Context: an optimization exercise on an open-source flow, tuned for small area. The choices shown serve that exercise and are no tape-out recipe. RTL that was checked went through simulation tests only; none was proved equivalent to the original. Power figures rest on the tool's default switching activity, not on a simulated workload.

==> fjord: inputs <==
==> flow/design.v <==
module cmd_int(
input    wire        i_clk,
input    wire        i_rst,
input    wire        i_data_valid,
input    wire [7:0]  i_data,
output   reg         o_buff_en,
output   wire        o_data_valid,
output   wire [7:0]  o_data,
output   reg         o_srst,
output   reg         o_pgrm_icap,
output   wire [26:0] o_ddr_strt_addr,
output   wire [19:0] o_trans_len,
output   reg         o_load,
input    wire  [19:0]i_icap_clk_cnt,
input    wire  [19:0]i_total_clk_cnt,
input    wire        i_uart_tx_buffer_full,
input    wire        i_dma_done,
output   reg         o_pr_reset
);
function [3:0] cls;
  input [7:0] c;
  case (c)
    8'h31: cls = 4'd1;  
    8'h32: cls = 4'd2;  
    8'h41: cls = 4'd3;  
    8'h43: cls = 4'd4;  
    8'h44: cls = 4'd5;  
    8'h45: cls = 4'd6;  
    8'h49: cls = 4'd7;  
    8'h4C: cls = 4'd8;  
    8'h4D: cls = 4'd9;  
    8'h4E: cls = 4'd10;  
    8'h4F: cls = 4'd11;  
    8'h50: cls = 4'd12;  
    8'h52: cls = 4'd13;  
    8'h53: cls = 4'd14;  
    8'h54: cls = 4'd15;  
    default: cls = 4'd0;
  endcase
endfunction
function [5:0] ac_next;
  input [5:0] s;
  input [7:0] c;
  reg [3:0] cc;
  reg [5:0] x;
  begin
    cc = cls(c);
    x = 6'd0;
    if ((cc == 4'd1) & ((s == 6'd61) | (s == 6'd63))) x = x | 6'd1;  
    if ((cc == 4'd2) & ((s == 6'd61) | (s == 6'd63))) x = x | 6'd1;  
    if ((cc == 4'd3) & ((s[5:2] == 4'd14))) x = x | 6'd1;  
    if ((cc == 4'd4) & ((s[5:2] == 4'd10))) x = x | 6'd1;  
    if ((cc == 4'd4) & ((s == 6'd30))) x = x | 6'd2;  
    if ((cc == 4'd5) & ((s == 6'd13))) x = x | 6'd1;  
    if ((cc == 4'd5) & ((s == 6'd45))) x = x | 6'd2;  
    if ((cc == 4'd5) & ((s == 6'd46))) x = x | 6'd3;  
    if ((cc == 4'd6) & ((s == 6'd33))) x = x | 6'd1;  
    if ((cc == 4'd7) & ((s[5:2] == 4'd4))) x = x | 6'd1;  
    if ((cc == 4'd7) & ((s[5:2] == 4'd12))) x = x | 6'd2;  
    if ((cc == 4'd8) & ((s[5:2] == 4'd14))) x = x | 6'd1;  
    if ((cc == 4'd9) & ((s[5:2] == 4'd4))) x = x | 6'd1;  
    if ((cc == 4'd9) & ((s[5:2] == 4'd5))) x = x | 6'd2;  
    if ((cc == 4'd10) & ((s == 6'd29))) x = x | 6'd1;  
    if ((cc == 4'd10) & ((s == 6'd47))) x = x | 6'd2;  
    if ((cc == 4'd10) & ((s == 6'd25))) x = x | 6'd3;  
    if ((cc == 4'd11) & ((s == 6'd37))) x = x | 6'd1;  
    if ((cc == 4'd11) & ((s == 6'd38))) x = x | 6'd2;  
    if ((cc == 4'd11) & ((s == 6'd17))) x = x | 6'd3;  
    if ((cc == 4'd12) & ((s[5:2] == 4'd13) | (s == 6'd1))) x = x | 6'd1;  
    if ((cc == 4'd12) & ((s == 6'd18))) x = x | 6'd2;  
    if ((cc == 4'd13) & ((s == 6'd54))) x = x | 6'd53;  
    if ((cc == 4'd13) & ((s[5:2] == 4'd14))) x = x | 6'd1;  
    if ((cc == 4'd13) & ((s == 6'd49))) x = x | 6'd2;  
    if ((cc == 4'd13) & ((s == 6'd21))) x = x | 6'd3;  
    if ((cc == 4'd14) & ((s == 6'd1) | (s == 6'd52) | (s == 6'd54) | (s == 6'd55))) x = x | 6'd1;  
    if ((cc == 4'd14) & ((s == 6'd53))) x = x | 6'd2;  
    if ((cc == 4'd15) & ((s == 6'd57))) x = x | 6'd1;  
    if ((cc == 4'd15) & ((s == 6'd41))) x = x | 6'd2;  
    if ((cc == 4'd15) & ((s == 6'd58))) x = x | 6'd3;  
    ac_next = {cc, 2'd0} ^ x;
  end
endfunction
localparam [5:0] AC_CMOD = 6'd22;
localparam [5:0] AC_DMOD = 6'd23;
localparam [5:0] AC_SADR = 6'd55;
localparam [5:0] AC_SLEN = 6'd43;
localparam [5:0] AC_SRST = 6'd63;
localparam [5:0] AC_PICP = 6'd50;
localparam [5:0] AC_RST1 = 6'd5;
localparam [5:0] AC_RST2 = 6'd9;
localparam [5:0] AC_CINT = 6'd62;
localparam [5:0] AC_NCON = 6'd42;
localparam [5:0] AC_RPRR = 6'd1;
localparam [5:0] AC_ROOT = 6'd0;
localparam [5:0] AC_PEND = 6'd2;
localparam AC_W = 6;
localparam [3:0] CMOD = 4'd0, DMOD = 4'd1, SADR = 4'd2, SLEN = 4'd3, SRST = 4'd4,
                 PICP = 4'd5, RST1 = 4'd6, RST2 = 4'd7, CINT = 4'd8, START = 4'd9,
                 NCON = 4'd10, RPRR = 4'd11;
reg  [AC_W-1:0] ac;
reg  [3:0]  state;
reg  [4:0]  len_cnt;
reg         tx_valid;
reg         tx_bit;
reg  [1:0]  buff_wr_addr;
reg  [3:0]  sel;                     
reg         cur_sel;                 
reg  [7:0]  cnt0, cnt1, cnt2, cnt3;  
reg  [23:0] addr_reg;                
reg  [19:0] len_reg;                 
reg  [43:0] mem0, mem1, mem2, mem3;  
wire m_cmod   = (ac == AC_CMOD);
wire st_cmod  = (state == CMOD);
wire st_start = (state == START);
wire buff_wr_en = (state == DMOD) & (ac == AC_PEND);
wire [7:0] cnt_sel = ({8{sel[0]}} & cnt0) | ({8{sel[1]}} & cnt1) | ({8{sel[2]}} & cnt2) | ({8{sel[3]}} & cnt3);
wire [7:0] tx_data = st_cmod ? {cnt_sel[7:4] + 4'd3, cnt_sel[3:0]} : {7'b0011000, tx_bit};
assign o_data_valid = (state == DMOD) ? 1'b0 : i_data_valid | tx_valid;
assign o_data       = tx_valid ? tx_data : i_data;
wire [3:0]  rd_sel  = sel & {4{~cur_sel}};
wire [43:0] rd_data = ({44{rd_sel[0]}} & mem0) | ({44{rd_sel[1]}} & mem1) | ({44{rd_sel[2]}} & mem2) | ({44{rd_sel[3]}} & mem3);
wire [43:0] out_data = rd_data | ({44{cur_sel}} & {addr_reg, len_reg});
assign o_ddr_strt_addr = {3'b000, out_data[43:20]};
assign o_trans_len     = out_data[19:0];
wire [3:0] digit = (i_data < 8'd58) ? i_data[3:0] : i_data[3:0] + 4'd9;
wire [19:0] icap_rev  = {i_icap_clk_cnt[0], i_icap_clk_cnt[1], i_icap_clk_cnt[2], i_icap_clk_cnt[3], i_icap_clk_cnt[4], i_icap_clk_cnt[5], i_icap_clk_cnt[6], i_icap_clk_cnt[7], i_icap_clk_cnt[8], i_icap_clk_cnt[9], i_icap_clk_cnt[10], i_icap_clk_cnt[11], i_icap_clk_cnt[12], i_icap_clk_cnt[13], i_icap_clk_cnt[14], i_icap_clk_cnt[15], i_icap_clk_cnt[16], i_icap_clk_cnt[17], i_icap_clk_cnt[18], i_icap_clk_cnt[19]};
wire [19:0] total_rev = {i_total_clk_cnt[0], i_total_clk_cnt[1], i_total_clk_cnt[2], i_total_clk_cnt[3], i_total_clk_cnt[4], i_total_clk_cnt[5], i_total_clk_cnt[6], i_total_clk_cnt[7], i_total_clk_cnt[8], i_total_clk_cnt[9], i_total_clk_cnt[10], i_total_clk_cnt[11], i_total_clk_cnt[12], i_total_clk_cnt[13], i_total_clk_cnt[14], i_total_clk_cnt[15], i_total_clk_cnt[16], i_total_clk_cnt[17], i_total_clk_cnt[18], i_total_clk_cnt[19]};
wire       rst_bit = (state == RST1) ? icap_rev[len_cnt] : total_rev[len_cnt];
always @(posedge i_clk) begin
    if (i_rst)
        ac <= AC_ROOT;
    else if (st_cmod & ((ac == AC_DMOD) | (ac == AC_PICP) | (ac == AC_RST1) | (ac == AC_RST2) | (ac == AC_CINT)))
        ac <= AC_PEND;
    else if (ac == AC_PEND)
        ac <= AC_ROOT;
    else if (i_data_valid)
        ac <= ac_next(ac, i_data);
end
always @(posedge i_clk) begin
    cur_sel <= i_rst | ~((state == CINT) & i_data_valid);
    sel <= {4{((state == CINT) | (state == NCON)) & i_data_valid}} &
           {i_data[1:0] == 2'd3, i_data[1:0] == 2'd2, i_data[1:0] == 2'd1, i_data[1:0] == 2'd0};
    tx_bit  <= rst_bit;    
end
always @(posedge i_clk) begin
    if (~i_rst & (state == SADR) & i_data_valid) begin
        case (len_cnt[2:0])
            3'd0: addr_reg[23:20] <= digit;
            3'd1: addr_reg[19:16] <= digit;
            3'd2: addr_reg[15:12] <= digit;
            3'd3: addr_reg[11:8]  <= digit;
            3'd4: addr_reg[7:4]   <= digit;
            default: addr_reg[3:0] <= digit;
        endcase
    end
    if (~i_rst & (state == SLEN) & i_data_valid) begin
        case (len_cnt[2:0])
            3'd1: len_reg[19:16] <= digit;
            3'd2: len_reg[15:12] <= digit;
            3'd3: len_reg[11:8]  <= digit;
            3'd4: len_reg[7:4]   <= digit;
            3'd5: len_reg[3:0]   <= digit;
            default: ;
        endcase
    end
    if (buff_wr_en) begin
        case (buff_wr_addr)
            2'd0: mem0 <= {addr_reg, len_reg};
            2'd1: mem1 <= {addr_reg, len_reg};
            2'd2: mem2 <= {addr_reg, len_reg};
            default: mem3 <= {addr_reg, len_reg};
        endcase
    end
end
wire [7:0] cnt_d  = (cnt_sel + 8'd1) & {8{~i_rst}};
wire [3:0] cnt_we = {4{i_rst}} | ({4{st_start}} & sel);
always @(posedge i_clk) begin
    if (cnt_we[0]) cnt0 <= cnt_d;
    if (cnt_we[1]) cnt1 <= cnt_d;
    if (cnt_we[2]) cnt2 <= cnt_d;
    if (cnt_we[3]) cnt3 <= cnt_d;
end
always @(posedge i_clk) begin
    if (i_rst) begin
        state        <= CMOD;
        o_buff_en    <= 1'b0;
        len_cnt      <= 5'd0;
        o_srst       <= 1'b0;
        o_pgrm_icap  <= 1'b0;
        o_load       <= 1'b0;
        tx_valid     <= 1'b0;
        buff_wr_addr <= 2'b00;
        o_pr_reset   <= 1'b0;
    end else begin
        case (state)
            CMOD: begin
                o_buff_en   <= 1'b0;
                o_srst      <= 1'b0;
                o_pgrm_icap <= 1'b0;
                o_load      <= 1'b0;
                len_cnt     <= 5'd0;
                tx_valid    <= 1'b0;
                case (ac)
                    AC_DMOD: state <= DMOD;
                    AC_SADR: state <= SADR;
                    AC_SLEN: state <= SLEN;
                    AC_SRST: state <= SRST;
                    AC_PICP: begin state <= PICP; o_pgrm_icap <= 1'b1; end
                    AC_RST1: state <= RST1;
                    AC_RST2: state <= RST2;
                    AC_CINT: state <= CINT;
                    AC_NCON: state <= NCON;
                    AC_RPRR: state <= RPRR;
                    default: ;
                endcase
            end
            DMOD: begin
                if (m_cmod) begin
                    state        <= CMOD;
                    buff_wr_addr <= buff_wr_addr + 2'd1;
                end
                o_buff_en <= 1'b1;
            end
            SADR, SLEN: begin
                if (i_data_valid) begin
                    len_cnt <= len_cnt + 5'd1;
                    if (len_cnt == 5'd5) begin
                        state  <= CMOD;
                        o_load <= 1'b1;
                    end
                end
            end
            SRST: begin
                if (m_cmod) state <= CMOD;
                o_srst <= ~m_cmod;
            end
            RPRR: begin
                if (m_cmod) state <= CMOD;
                o_pr_reset <= ~m_cmod;
            end
            PICP: begin
                o_pgrm_icap <= 1'b0;
                if (i_dma_done) state <= CMOD;
            end
            RST1, RST2: begin
                if (~i_uart_tx_buffer_full & (len_cnt != 5'd20)) begin
                    len_cnt  <= len_cnt + 5'd1;
                    tx_valid <= 1'b1;
                end else
                    tx_valid <= 1'b0;
                if (len_cnt == 5'd20) state <= CMOD;
            end
            CINT: begin
                if (i_data_valid) begin
                    o_load <= 1'b1;
                    state  <= START;
                end
            end
            START: begin
                o_pgrm_icap <= 1'b1;
                o_load      <= 1'b0;
                state       <= PICP;
            end
            NCON: begin
                if (i_data_valid) begin
                    tx_valid <= 1'b1;
                    state    <= CMOD;
                end
            end
            default: ;
        endcase
    end
end
endmodule
==> flow/flow/run.sh <==
#!/bin/bash
# Own layout flow: the standard ORFS flow (standard.sh, unchanged synthesis),
# with two layout settings that ORFS reads from the environment:
#  - the port buffers that buffer_ports inserts use the smallest buffer cell
#    (every input and output port still gets its own buffer);
#  - clock tree synthesis without dummy loads, with the clustering given below.
set -euo pipefail
export BUFFER_PORTS_ARGS="-buffer_cell sky130_fd_sc_hd__buf_1"
export CTS_ARGS="-sink_clustering_enable -repair_clock_nets -dont_use_dummy_load -buf_list sky130_fd_sc_hd__clkbuf_16 -sink_clustering_size 30 -sink_clustering_max_diameter 35"
bash standard.sh finish > flow_standard.log 2>&1
==> flow/standard.sh <==
#!/bin/bash
# synth_recipe.tcl (not shown) runs the flow's synth.tcl, then flattens the netlist and writes it again
# the make line also repeats each setting of config.mk as NAME=value (left out here)
make -C /OpenROAD-flow-scripts/flow DESIGN_CONFIG=/design/flow/config.mk WORK_HOME=/design/flow/orfs CLKGATE_MAP_FILE= SYNTH_SCRIPT=/design/flow/synth_recipe.tcl "${@:-finish}"
==> flow/config.mk <==
export PLATFORM = sky130hd
export DESIGN_NAME = cmd_int
export DESIGN_NICKNAME = cmd_int
export VERILOG_FILES = /design/flow/design.v
export SDC_FILE = /design/flow/constraint.sdc
export NUM_CORES = 8
export LEC_CHECK = 0
export CAP_MARGIN = 20
export CORE_MARGIN = 2
export CORE_UTILIZATION = 70
export PLACE_DENSITY = 0.8
export SLEW_MARGIN = 20
==> flow/constraint.sdc <==
create_clock -name core_clock -period 5.0 [get_ports {i_clk}]
set_input_delay 1.0000 -clock core_clock [delete_from_list [all_inputs] [get_ports {i_clk}]]
set_output_delay 1.0000 -clock core_clock [all_outputs]
set_load 0.01 [all_outputs]
==> delta (differences from fjord) <==
--- a/flow/design.v
+++ b/flow/design.v
@@ -116,3 +116,4 @@
 wire [7:0] cnt_sel = ({8{sel[0]}} & cnt0) | ({8{sel[1]}} & cnt1) | ({8{sel[2]}} & cnt2) | ({8{sel[3]}} & cnt3);
-wire [7:0] tx_data = st_cmod ? {cnt_sel[7:4] + 4'd3, cnt_sel[3:0]} : {7'b0011000, tx_bit};
+wire       tx_rst  = ~st_cmod;
+wire [7:0] tx_data = cnt_sel | {2'b00, tx_rst, tx_rst, 3'b000, tx_bit};
 assign o_data_valid = (state == DMOD) ? 1'b0 : i_data_valid | tx_valid;
@@ -142,3 +143,3 @@
            {i_data[1:0] == 2'd3, i_data[1:0] == 2'd2, i_data[1:0] == 2'd1, i_data[1:0] == 2'd0};
-    tx_bit  <= rst_bit;    
+    tx_bit  <= rst_bit & ((state == RST1) | (state == RST2));    
 end
@@ -174,3 +175,3 @@
 end
-wire [7:0] cnt_d  = (cnt_sel + 8'd1) & {8{~i_rst}};
+wire [7:0] cnt_d  = i_rst ? 8'h30 : cnt_sel + 8'd1;
 wire [3:0] cnt_we = {4{i_rst}} | ({4{st_start}} & sel);
--- a/flow/flow/run.sh
+++ b/flow/flow/run.sh
@@ -8,3 +8,3 @@
 export BUFFER_PORTS_ARGS="-buffer_cell sky130_fd_sc_hd__buf_1"
-export CTS_ARGS="-sink_clustering_enable -repair_clock_nets -dont_use_dummy_load -buf_list sky130_fd_sc_hd__clkbuf_16 -sink_clustering_size 30 -sink_clustering_max_diameter 35"
+export CTS_ARGS="-sink_clustering_enable -repair_clock_nets -dont_use_dummy_load -buf_list sky130_fd_sc_hd__clkbuf_4 -sink_clustering_size 10 -sink_clustering_max_diameter 30"
 bash standard.sh finish > flow_standard.log 2>&1
- GPL_TIMING_DRIVEN: default -> 0
==> ember (differences from fjord) <==
--- a/flow/design.v
+++ b/flow/design.v
@@ -8,7 +8,7 @@
 output   wire [7:0]  o_data,
-output   reg         o_srst,
-output   reg         o_pgrm_icap,
+output   wire        o_srst,
+output   wire        o_pgrm_icap,
 output   wire [26:0] o_ddr_strt_addr,
 output   wire [19:0] o_trans_len,
-output   reg         o_load,
+output   wire        o_load,
 input    wire  [19:0]i_icap_clk_cnt,
@@ -17,3 +17,3 @@
 input    wire        i_dma_done,
-output   reg         o_pr_reset
+output   wire        o_pr_reset
 );
@@ -96,5 +96,3 @@
 localparam AC_W = 6;
-localparam [3:0] CMOD = 4'd0, DMOD = 4'd1, SADR = 4'd2, SLEN = 4'd3, SRST = 4'd4,
-                 PICP = 4'd5, RST1 = 4'd6, RST2 = 4'd7, CINT = 4'd8, START = 4'd9,
-                 NCON = 4'd10, RPRR = 4'd11;
+localparam [3:0] CMOD = 4'd14, CMODL = 4'd10, DMOD = 4'd8, SADR = 4'd15, SLEN = 4'd9, SRST1 = 4'd4, SRST2 = 4'd13, PICP1 = 4'd11, PICP2 = 4'd12, RST1 = 4'd1, RST2 = 4'd0, CINT = 4'd3, START = 4'd2, NCON = 4'd6, RPRR1 = 4'd5, RPRR2 = 4'd7;
 reg  [AC_W-1:0] ac;
@@ -112,3 +110,7 @@
 wire m_cmod   = (ac == AC_CMOD);
-wire st_cmod  = (state == CMOD);
+wire st_cmod  = (state == CMOD) | (state == CMODL);
+assign o_srst      = (state == SRST2);
+assign o_pr_reset  = (state == RPRR2);
+assign o_pgrm_icap = (state == PICP1);
+assign o_load      = (state == CMODL) | (state == START);
 wire st_start = (state == START);
@@ -116,3 +118,4 @@
 wire [7:0] cnt_sel = ({8{sel[0]}} & cnt0) | ({8{sel[1]}} & cnt1) | ({8{sel[2]}} & cnt2) | ({8{sel[3]}} & cnt3);
-wire [7:0] tx_data = st_cmod ? {cnt_sel[7:4] + 4'd3, cnt_sel[3:0]} : {7'b0011000, tx_bit};
+wire       tx_rst  = ~st_cmod;
+wire [7:0] tx_data = cnt_sel | {2'b00, tx_rst, tx_rst, 3'b000, tx_bit};
 assign o_data_valid = (state == DMOD) ? 1'b0 : i_data_valid | tx_valid;
@@ -142,3 +145,3 @@
            {i_data[1:0] == 2'd3, i_data[1:0] == 2'd2, i_data[1:0] == 2'd1, i_data[1:0] == 2'd0};
-    tx_bit  <= rst_bit;    
+    tx_bit  <= rst_bit & ((state == RST1) | (state == RST2));    
 end
@@ -174,3 +177,3 @@
 end
-wire [7:0] cnt_d  = (cnt_sel + 8'd1) & {8{~i_rst}};
+wire [7:0] cnt_d  = i_rst ? 8'h30 : cnt_sel + 8'd1;
 wire [3:0] cnt_we = {4{i_rst}} | ({4{st_start}} & sel);
@@ -187,15 +190,8 @@
         len_cnt      <= 5'd0;
-        o_srst       <= 1'b0;
-        o_pgrm_icap  <= 1'b0;
-        o_load       <= 1'b0;
         tx_valid     <= 1'b0;
         buff_wr_addr <= 2'b00;
-        o_pr_reset   <= 1'b0;
     end else begin
         case (state)
-            CMOD: begin
+            CMOD, CMODL: begin
                 o_buff_en   <= 1'b0;
-                o_srst      <= 1'b0;
-                o_pgrm_icap <= 1'b0;
-                o_load      <= 1'b0;
                 len_cnt     <= 5'd0;
@@ -206,4 +202,4 @@
                     AC_SLEN: state <= SLEN;
-                    AC_SRST: state <= SRST;
-                    AC_PICP: begin state <= PICP; o_pgrm_icap <= 1'b1; end
+                    AC_SRST: state <= SRST1;
+                    AC_PICP: state <= PICP1;
                     AC_RST1: state <= RST1;
@@ -212,4 +208,4 @@
                     AC_NCON: state <= NCON;
-                    AC_RPRR: state <= RPRR;
-                    default: ;
+                    AC_RPRR: state <= RPRR1;
+                    default: state <= CMOD;
                 endcase
@@ -226,20 +222,8 @@
                     len_cnt <= len_cnt + 5'd1;
-                    if (len_cnt == 5'd5) begin
-                        state  <= CMOD;
-                        o_load <= 1'b1;
-                    end
+                    if (len_cnt == 5'd5) state <= CMODL;
                 end
             end
-            SRST: begin
-                if (m_cmod) state <= CMOD;
-                o_srst <= ~m_cmod;
-            end
-            RPRR: begin
-                if (m_cmod) state <= CMOD;
-                o_pr_reset <= ~m_cmod;
-            end
-            PICP: begin
-                o_pgrm_icap <= 1'b0;
-                if (i_dma_done) state <= CMOD;
-            end
+            SRST1, SRST2: state <= m_cmod ? CMOD : SRST2;
+            RPRR1, RPRR2: state <= m_cmod ? CMOD : RPRR2;
+            PICP1, PICP2: state <= i_dma_done ? CMOD : PICP2;
             RST1, RST2: begin
@@ -252,13 +236,4 @@
             end
-            CINT: begin
-                if (i_data_valid) begin
-                    o_load <= 1'b1;
-                    state  <= START;
-                end
-            end
-            START: begin
-                o_pgrm_icap <= 1'b1;
-                o_load      <= 1'b0;
-                state       <= PICP;
-            end
+            CINT: if (i_data_valid) state <= START;
+            START: state <= PICP1;
             NCON: begin
--- a/flow/flow/run.sh
+++ b/flow/flow/run.sh
@@ -8,3 +8,3 @@
 export BUFFER_PORTS_ARGS="-buffer_cell sky130_fd_sc_hd__buf_1"
-export CTS_ARGS="-sink_clustering_enable -repair_clock_nets -dont_use_dummy_load -buf_list sky130_fd_sc_hd__clkbuf_16 -sink_clustering_size 30 -sink_clustering_max_diameter 35"
+export CTS_ARGS="-sink_clustering_enable -repair_clock_nets -dont_use_dummy_load -buf_list sky130_fd_sc_hd__clkbuf_4 -sink_clustering_size 10 -sink_clustering_max_diameter 40"
 bash standard.sh finish > flow_standard.log 2>&1
- CORE_UTILIZATION: 70 -> 85
- PLACE_DENSITY: 0.8 -> 0.92
==> zinc (differences from fjord) <==
--- a/flow/design.v
+++ b/flow/design.v
@@ -95,3 +95,2 @@
 localparam [5:0] AC_PEND = 6'd2;
-localparam AC_W = 6;
 localparam [3:0] CMOD = 4'd0, DMOD = 4'd1, SADR = 4'd2, SLEN = 4'd3, SRST = 4'd4,
@@ -99,3 +98,3 @@
                  NCON = 4'd10, RPRR = 4'd11;
-reg  [AC_W-1:0] ac;
+reg  [$bits(AC_ROOT)-1:0] ac;
 reg  [3:0]  state;
@@ -106,3 +105,2 @@
 reg  [3:0]  sel;                     
-reg         cur_sel;                 
 reg  [7:0]  cnt0, cnt1, cnt2, cnt3;  
@@ -119,5 +117,4 @@
 assign o_data       = tx_valid ? tx_data : i_data;
-wire [3:0]  rd_sel  = sel & {4{~cur_sel}};
-wire [43:0] rd_data = ({44{rd_sel[0]}} & mem0) | ({44{rd_sel[1]}} & mem1) | ({44{rd_sel[2]}} & mem2) | ({44{rd_sel[3]}} & mem3);
-wire [43:0] out_data = rd_data | ({44{cur_sel}} & {addr_reg, len_reg});
+wire [43:0] rd_data = ({44{sel[0]}} & mem0) | ({44{sel[1]}} & mem1) | ({44{sel[2]}} & mem2) | ({44{sel[3]}} & mem3);
+wire [43:0] out_data = st_start ? rd_data : {addr_reg, len_reg};
 assign o_ddr_strt_addr = {3'b000, out_data[43:20]};
@@ -125,5 +122,3 @@
 wire [3:0] digit = (i_data < 8'd58) ? i_data[3:0] : i_data[3:0] + 4'd9;
-wire [19:0] icap_rev  = {i_icap_clk_cnt[0], i_icap_clk_cnt[1], i_icap_clk_cnt[2], i_icap_clk_cnt[3], i_icap_clk_cnt[4], i_icap_clk_cnt[5], i_icap_clk_cnt[6], i_icap_clk_cnt[7], i_icap_clk_cnt[8], i_icap_clk_cnt[9], i_icap_clk_cnt[10], i_icap_clk_cnt[11], i_icap_clk_cnt[12], i_icap_clk_cnt[13], i_icap_clk_cnt[14], i_icap_clk_cnt[15], i_icap_clk_cnt[16], i_icap_clk_cnt[17], i_icap_clk_cnt[18], i_icap_clk_cnt[19]};
-wire [19:0] total_rev = {i_total_clk_cnt[0], i_total_clk_cnt[1], i_total_clk_cnt[2], i_total_clk_cnt[3], i_total_clk_cnt[4], i_total_clk_cnt[5], i_total_clk_cnt[6], i_total_clk_cnt[7], i_total_clk_cnt[8], i_total_clk_cnt[9], i_total_clk_cnt[10], i_total_clk_cnt[11], i_total_clk_cnt[12], i_total_clk_cnt[13], i_total_clk_cnt[14], i_total_clk_cnt[15], i_total_clk_cnt[16], i_total_clk_cnt[17], i_total_clk_cnt[18], i_total_clk_cnt[19]};
-wire       rst_bit = (state == RST1) ? icap_rev[len_cnt] : total_rev[len_cnt];
+wire       rst_bit = (state == RST1) ? i_icap_clk_cnt[len_cnt] : i_total_clk_cnt[len_cnt];
 always @(posedge i_clk) begin
@@ -138,8 +133,5 @@
 end
-always @(posedge i_clk) begin
-    cur_sel <= i_rst | ~((state == CINT) & i_data_valid);
+always @(posedge i_clk)
     sel <= {4{((state == CINT) | (state == NCON)) & i_data_valid}} &
            {i_data[1:0] == 2'd3, i_data[1:0] == 2'd2, i_data[1:0] == 2'd1, i_data[1:0] == 2'd0};
-    tx_bit  <= rst_bit;    
-end
 always @(posedge i_clk) begin
@@ -174,9 +166,12 @@
 end
-wire [7:0] cnt_d  = (cnt_sel + 8'd1) & {8{~i_rst}};
-wire [3:0] cnt_we = {4{i_rst}} | ({4{st_start}} & sel);
-always @(posedge i_clk) begin
-    if (cnt_we[0]) cnt0 <= cnt_d;
-    if (cnt_we[1]) cnt1 <= cnt_d;
-    if (cnt_we[2]) cnt2 <= cnt_d;
-    if (cnt_we[3]) cnt3 <= cnt_d;
+wire [7:0] cnt_inc = cnt_sel + 8'd1;
+always @(posedge i_clk) begin
+    if (i_rst) begin
+        cnt0 <= 8'd0; cnt1 <= 8'd0; cnt2 <= 8'd0; cnt3 <= 8'd0;
+    end else if (st_start) begin
+        if (sel[0]) cnt0 <= cnt_inc;
+        if (sel[1]) cnt1 <= cnt_inc;
+        if (sel[2]) cnt2 <= cnt_inc;
+        if (sel[3]) cnt3 <= cnt_inc;
+    end
 end
@@ -208,4 +203,4 @@
                     AC_PICP: begin state <= PICP; o_pgrm_icap <= 1'b1; end
-                    AC_RST1: state <= RST1;
-                    AC_RST2: state <= RST2;
+                    AC_RST1: begin state <= RST1; len_cnt <= 5'd19; end
+                    AC_RST2: begin state <= RST2; len_cnt <= 5'd19; end
                     AC_CINT: state <= CINT;
@@ -245,4 +240,5 @@
             RST1, RST2: begin
-                if (~i_uart_tx_buffer_full & (len_cnt != 5'd20)) begin
-                    len_cnt  <= len_cnt + 5'd1;
+                if (~i_uart_tx_buffer_full & (len_cnt != 5'd31)) begin
+                    tx_bit   <= rst_bit;
+                    len_cnt  <= len_cnt - 5'd1;
                     tx_valid <= 1'b1;
@@ -250,3 +246,3 @@
                     tx_valid <= 1'b0;
-                if (len_cnt == 5'd20) state <= CMOD;
+                if (len_cnt == 5'd31) state <= CMOD;
             end
==> flow/run.sh (new file) <==
#!/bin/bash
# synth_recipe.tcl (not shown) runs the flow's synth.tcl, then flattens the netlist and writes it again
# the make line also repeats each setting of config.mk as NAME=value (left out here)
make -C /OpenROAD-flow-scripts/flow DESIGN_CONFIG=/design/flow/config.mk WORK_HOME=/design/flow/orfs CLKGATE_MAP_FILE= SYNTH_SCRIPT=/design/flow/synth_recipe.tcl finish
- CORE_UTILIZATION: 70 -> 40
- CTS_BUF_LIST: default -> sky130_fd_sc_hd__clkbuf_16
- CTS_CLUSTER_DIAMETER: default -> 60
- CTS_CLUSTER_SIZE: default -> 25
- PLACE_DENSITY: 0.8 -> default
removed: flow/flow/run.sh
removed: flow/standard.sh
==> comparison table <==
|  | ember | delta | zinc | fjord |
|---|---|---|---|---|
| Outcome | finished clean | finished clean | finished clean | finished clean |
| Complex-gate fraction of the synthesized area | 0.119 | 0.120 | 0.164 | 0.122 |
| First-iteration detailed-routing DRC count | 1400 | 903 | 723 | 1133 |
| Via total after detailed routing | 9158 | 8855 | 8789 | 8802 |
| Signed area change from the synthesized netlist to the final layout | 5.75% | 9.29% | 17.0% | 12.0% |
| Reg2reg start | state[3]$_SDFFE_PP1P_ | ac[2]$_SDFFE_PP0P_ | state[2]$_SDFFE_PP0P_ | ac[2]$_SDFFE_PP0P_ |
| Design area | 12800 um^2 | 13500 um^2 | 14800 um^2 | 13900 um^2 |
| Comb pwr share | 0.065 | 0.118 | 0.145 | 0.064 |
| Initial Util | 0.871 | 0.714 | 0.403 | 0.715 |
| Met3 Use GR | 0.108 | 0.0552 | 0.0255 | 0.0544 |
| Maximum vdd drop | 0.192 mV | 0.319 mV | 0.223 mV | 0.306 mV |
| Fraction of synthesized cell area in xor and xnor cells | 0.0130 | 0.0107 | 0.0118 | 0.0106 |
| Total length of routed met3 wires | 4640 um | 2460 um | 1480 um | 2950 um |
| Worst setup slack after placement | 1.44 ns | 1.10 ns | 1.16 ns | 1.49 ns |
| Worst flop-to-flop path endpoint | mem0[33]$_DFFE_PP_ | mem0[6]$_DFFE_PP_ | tx_bit$_DFFE_PP_ | mem2[22]$_DFFE_PP_ |
| Power Internal | 2930 uW | 3160 uW | 3700 uW | 3980 uW |
| Multi-input logic area | 3720 um^2 | 3880 um^2 | 4410 um^2 | 3870 um^2 |
| Fraction of area in multi-input gates | 0.289 | 0.288 | 0.299 | 0.280 |
| P_leak | 0.00408 uW | 0.00427 uW | 0.00476 uW | 0.00448 uW |
| Length in cells of the worst reg-to-reg path | 5 | 8 | 7 | 5 |
| Number of iterations in the first detailed-routing pass | 8 | 6 | 4 | 8 |
No functional check of the RTL was part of delta and zinc.

## static timing again, ports no longer ideal
The flow's constraints put no driver on any port. The routed layouts listed below were extracted and timed again, unchanged, in two steps. Step 1: set_driving_cell puts a clkbuf_16 on i_clk and a buf_2 on each other input, an assumption about the parent block. Step 2 times the ports against the registers' clock, not the clock port: input delays grow and output delays shrink by t, the midpoint of the rising clock arrivals with the driver on. Three values: ideal, step 1, step 2; two values: the first two.
| run | t (ns) | slack for setup (ns) | clock arrival spread, ns | pins driven straight from the clock port |
|---|---|---|---|---|
| fjord | 0.532 | 1.300 / 1.257 / 1.258 | 0.081 / 0.082 | 1 |
| delta | 0.669 | 0.921 / 0.878 / 1.018 | 0.087 / 0.087 | 1 |
| ember | 0.635 | 1.359 / 1.323 / 1.087 | 0.051 / 0.052 | 1 |
| zinc | 0.571 | 0.699 / 0.649 / 1.111 | 0.028 / 0.029 | 1 |
After both steps setup and hold are still met in every run listed. For ember, which loses most, drivers alone change the setup slack by -0.036 ns; drivers and shift together by -0.272 ns.
